Context: an optimization exercise on an open-source flow, tuned for small area, a short achievable clock period and few clock cycles. The choices shown serve that exercise and are no tape-out recipe.
In this exercise RTL edits were held to simulation tests only and were not proved equivalent to the original.

// fix_audio_ns
module fix_audio_ns(
	output reg ack,
	output reg overflow,
	output reg [15:0] tx_data,
	input [15:0] rx_data,
	input [51:0] conf,
	input req,
	input enable,
	input rstn, clk
);
Size in the first run: ~5100 cells after synthesis, roughly 90 I/O pins, about 46000 um^2 of cells after synthesis.
clock: 90.0 ns
lec_check: 0
cap_margin: 20
core_margin: 2
core_utilization: 40
slew_margin: 20
run.sh (not shown) runs the stock make flow with config.mk's settings and CLKGATE_MAP_FILE= SYNTH_SCRIPT=/design/flow/synth_recipe.tcl, a recipe that flattens the netlist after the stock synthesis.
Testbench counts at the start, summed over its fixed seeds: cycles 41,920.
Edit:
--- a/flow/design.v
+++ b/flow/design.v
@@ -1,30 +1,9 @@
-module umul16 (input [15:0] a, input [15:0] b, output [31:0] p);
-  localparam N = 16, M = 16;
-  wire [N*M-1:0] s, c;
-  genvar i, j;
-  generate for (i = 0; i < M; i = i + 1) begin : row
-    for (j = 0; j < N; j = j + 1) begin : col
-      wire x = a[j] & b[i];
-      if (i == 0) begin : r0
-        assign s[j] = x; assign c[j] = 1'b0;
-      end else begin : rn
-        wire y, z;
-        if (j == N-1) begin : top assign y = 1'b0; end else begin : nt assign y = s[(i-1)*N+j+1]; end
-        assign z = c[(i-1)*N+j];
-        assign s[i*N+j] = x ^ y ^ z;
-        assign c[i*N+j] = (x & y) | (x & z) | (y & z);
-      end
-    end
-    assign p[i] = s[i*N];
-  end endgenerate
-  assign p[31:16] = {1'b0, s[M*N-1:(M-1)*N+1]} + c[M*N-1:(M-1)*N];
-endmodule
 module fix_audio_ns(
 	output reg ack,
 	output reg overflow,
 	output reg [15:0] tx_data,
 	input [15:0] rx_data,
 	input [51:0] conf,
 	input req,
 	input enable,
 	input rstn, clk
@@ -62,23 +41,27 @@
 	4'd1, 4'd4: lcoef = s == 2'b11 ? -16'd55 : s == 2'b10 ? -16'd3 : 16'd1362;
 	4'd2, 4'd3: lcoef = s == 2'b11 ? 16'd33 : s == 2'b10 ? 16'd56 : 16'd2518;
 	4'd6: lcoef = s == 2'b11 ? -16'd3507 : s == 2'b10 ? -16'd2266 : 16'd2270;
 	4'd7: lcoef = s == 2'b11 ? 16'd5000 : s == 2'b10 ? 16'd2479 : 16'd2647;
 	4'd8: lcoef = s == 2'b11 ? -16'd3656 : s == 2'b10 ? -16'd1413 : 16'd1729;
 	4'd9: lcoef = s == 2'b11 ? 16'd1366 : s == 2'b10 ? 16'd444 : 16'd631;
 	default: lcoef = s == 2'b11 ? -16'd206 : s == 2'b10 ? -16'd53 : 16'd100;
 	endcase
 endfunction
-function [15:0] mag(input [15:0] a);
-	mag = a[15] ? ~a + 16'd1 : a;
-endfunction
-function [17:0] smul(input [31:0] p, input [15:0] a, input [15:0] b, input nega);
-	smul = {|p[30:25], a[15] ^ b[15] ^ (nega & (a != 16'h8000)), p[25:10]};
+function [17:0] smul(input [15:0] a, input [15:0] b, input nega);
+	reg [15:0] ma, mb;
+	reg [31:0] p;
+	begin
+		ma = a[15] ? ~a + 16'd1 : a;
+		mb = b[15] ? ~b + 16'd1 : b;
+		p = ma * mb;
+		smul = {|p[30:25], a[15] ^ b[15] ^ (nega & (a != 16'h8000)), p[25:10]};
+	end
 endfunction
 function [16:0] sacc(input [15:0] c, input [17:0] m);
 	reg [16:0] s;
 	begin
 		s = {c[15], c} + ({1'b0, m[15:0]} ^ {17{m[16]}}) + {16'd0, m[16]};
 		sacc = {m[17] | (s[16] ^ s[15]), s[15:0]};
 	end
 endfunction
 localparam [3:0]
@@ -187,23 +170,20 @@
 		a1 = dq; b1 = data - es; c1 = es; u1 = kready;
 		a2 = dq; n2 = 1'b1; b2 = eec_nst; c2s = eec_nst; u2 = kready & ~k2done;
 	end
 	P_VOL: begin
 		a1 = vol; b1 = data; u1 = vol_en;
 	end
 	default: ;
 	endcase
 end
-wire [31:0] p1, p2;
-umul16 u_mul1(.a(mag(a1)), .b(mag(b1)), .p(p1));
-umul16 u_mul2(.a(mag(a2)), .b(mag(b2)), .p(p2));
-wire [17:0] m1 = smul(p1, a1, b1, 1'b0);
-wire [17:0] m2 = smul(p2, a2, b2, n2);
+wire [17:0] m1 = smul(a1, b1, 1'b0);
+wire [17:0] m2 = smul(a2, b2, n2);
 wire [16:0] s1 = sacc(c1, m1);
 wire [16:0] s2 = sacc(pair ? s1[15:0] : c2s, m2);
 wire ovf1 = u1 & s1[16];
 wire ovf2 = u2 & s2[16];
 wire [15:0] sa = (st == P_H) ? ha : la;
 wire [16:0] dsub = {s2[15], s2[15:0]} - {sa[15], sa};
 wire sovf = dsub[16] ^ dsub[15];
 wire [15:0] yo = (st == P_H) ? ~dsub[15:0] + 16'd1 : dsub[15:0];
 wire [3:0] after_l = ken ? P_K : P_VOL;
Outcome:
- routed wire length came out higher by roughly a tenth
- fmax hardly moves
- final cell count rises by a little under a tenth
- synthesized area goes up by a few percent
- via count climbs by a few percent
- count of clock-buffer cells in the layout came out lower by 2
- flip-flop and latch count does not change
- critical path depth stays the same
- cell area is higher by a few percent
Testbench counts after the change, summed over its fixed seeds: cycles 41,920.


lagoon:
fix_audio_ns, a different RTL version from the one above (not shown whole).
Size in the first run: about 4,900 cells after synthesis, roughly 90 I/O pins, ~45,000 µm² of cells after synthesis.
clock: 90.0 ns
lec_check: 0
cap_margin: 40
core_margin: 2
core_utilization: 40
slew_margin: 60
lagoon completed; timing, DRC and antenna clean
Testbench counts of lagoon, summed over its fixed seeds: cycles 33,600.
Inputs modified between lagoon and raven:
--- a/flow/design.v
+++ b/flow/design.v
@@ -145,16 +145,16 @@
 wire [15:0] kq = dstep[15:0];
 wire dshort_bad = ~dlong & ({2'd0, ae[15:2]} >= ad);
 wire dlast = dlong ? dph == 3'd3 : dph == 3'd2;
 wire kready = (dph == 3'd4) & (dused == eec_nst);
 wire idle_free = (st == P_IDLE) & ~go;
 wire m1free = idle_free | (st == P_X);
 wire m2free = m1free | go | (st == P_VOL);
-reg ha_ok;                          
-reg [2:0] ps_e;                     
+wire ha_ok = ha_v & (ha_sel == sel_hpf);
+wire [2:0] ps_e = la_sel == sel_lpf ? ps : 3'd0;
 wire do_ha = m2free & hen & ~ha_ok & ~((st == P_X) & tg);
 wire do_la1 = m1free & len & (ps_e != 3'd5);
 wire [2:0] i2 = do_la1 ? ps_e + 3'd1 : ps_e;
 wire do_la2 = m2free & ~do_ha & len & (i2 != 3'd5);
 wire k_go = (st == P_K) & kready;
 reg [15:0] a1, b1, c1, a2, b2, c2s;
 reg pair, u1;
@@ -254,30 +254,25 @@
 		tg <= 1'b0;
 		ovf <= 1'b0;
 		nsh <= 3'd0;
 		hpend <= 1'b0;
 		lpend <= 1'b0;
 		ha_v <= 1'b0;
 		ps <= 3'd0;
-		ha_ok <= 1'b0;
-		ps_e <= 3'd0;
 		dph <= 3'd5;
 		dlong <= 1'b0;
 		hy <= 16'd0;
 		y1 <= 16'd0;
 		es <= 16'd0;
 		eec <= 16'd0;
 	end
 	else begin
 		st <= st_n;
 		ack <= ack_n;
 		go <= (st_n == P_IDLE) & (req ^ ack_n);
-		ha_ok <= (enable ? ha_ok_n : ha_v) & ((enable & do_ha ? sel_hpf : ha_sel) == conf[1:0]);
-		ps_e <= (enable & (do_la1 | do_la2) ? sel_lpf : la_sel) == conf[3:2] ?
-			(enable ? (shift_now ? 3'd0 : ps_n) : ps) : 3'd0;
 		if (enable) begin
 			hpend <= go;
 			lpend <= go & ~hen | (st == P_H);
 			if (go) begin
 				tg <= ~hen;
 				ovf <= ovf1;
 			end
Notes after the runs:
- Diff lagoon -> raven: gate count after technology mapping was more or less identical, horizontal die dimension shows no meaningful change, multi-input gate share of total cell area shows an increase of 0.22 points.
- Going from lagoon to raven, area growth from synthesis to final layout +1.0 points; quantity of I/O buffers inserted on ports flat; maximum clock frequency now smaller; worst setup slack now smaller; portion of the clock cycle consumed by the worst path in the final layout went up 0.18 points.
Testbench counts of raven, summed over its fixed seeds: cycles 33,600.

-- port drivers added, routing unchanged --
Ports are ideal in the flow. The routed layouts listed here were re-timed in OpenROAD. Step 1: set_driving_cell puts a clkbuf_16 on clk and a buf_2 on each other input, an assumption about the parent block. Step 2 times the ports against the registers' clock, not the clock port: input delays grow and output delays shrink by t, the midpoint of the rising clock arrivals with the driver on. a / b / c = ideal / step 1 / step 2; a / b = the first two.
run | t, ns | slack for setup (ns) | worst slew at a driven data input, ns
the first run of note 1 | 0.692 | 69.153 / 69.203 / 68.512 | 0.07
the second run of note 1 | 0.723 | 69.197 / 69.241 / 68.518 | 0.04
lagoon | 0.707 | 70.229 / 70.158 / 69.625 | 0.13
raven | 0.711 | 70.069 / 70.108 / 69.398 | 0.07
After both steps every run listed still meets setup and hold. For the second run of note 1, which loses most, drivers alone change the setup slack by +0.044 ns; drivers and shift together by -0.679 ns.
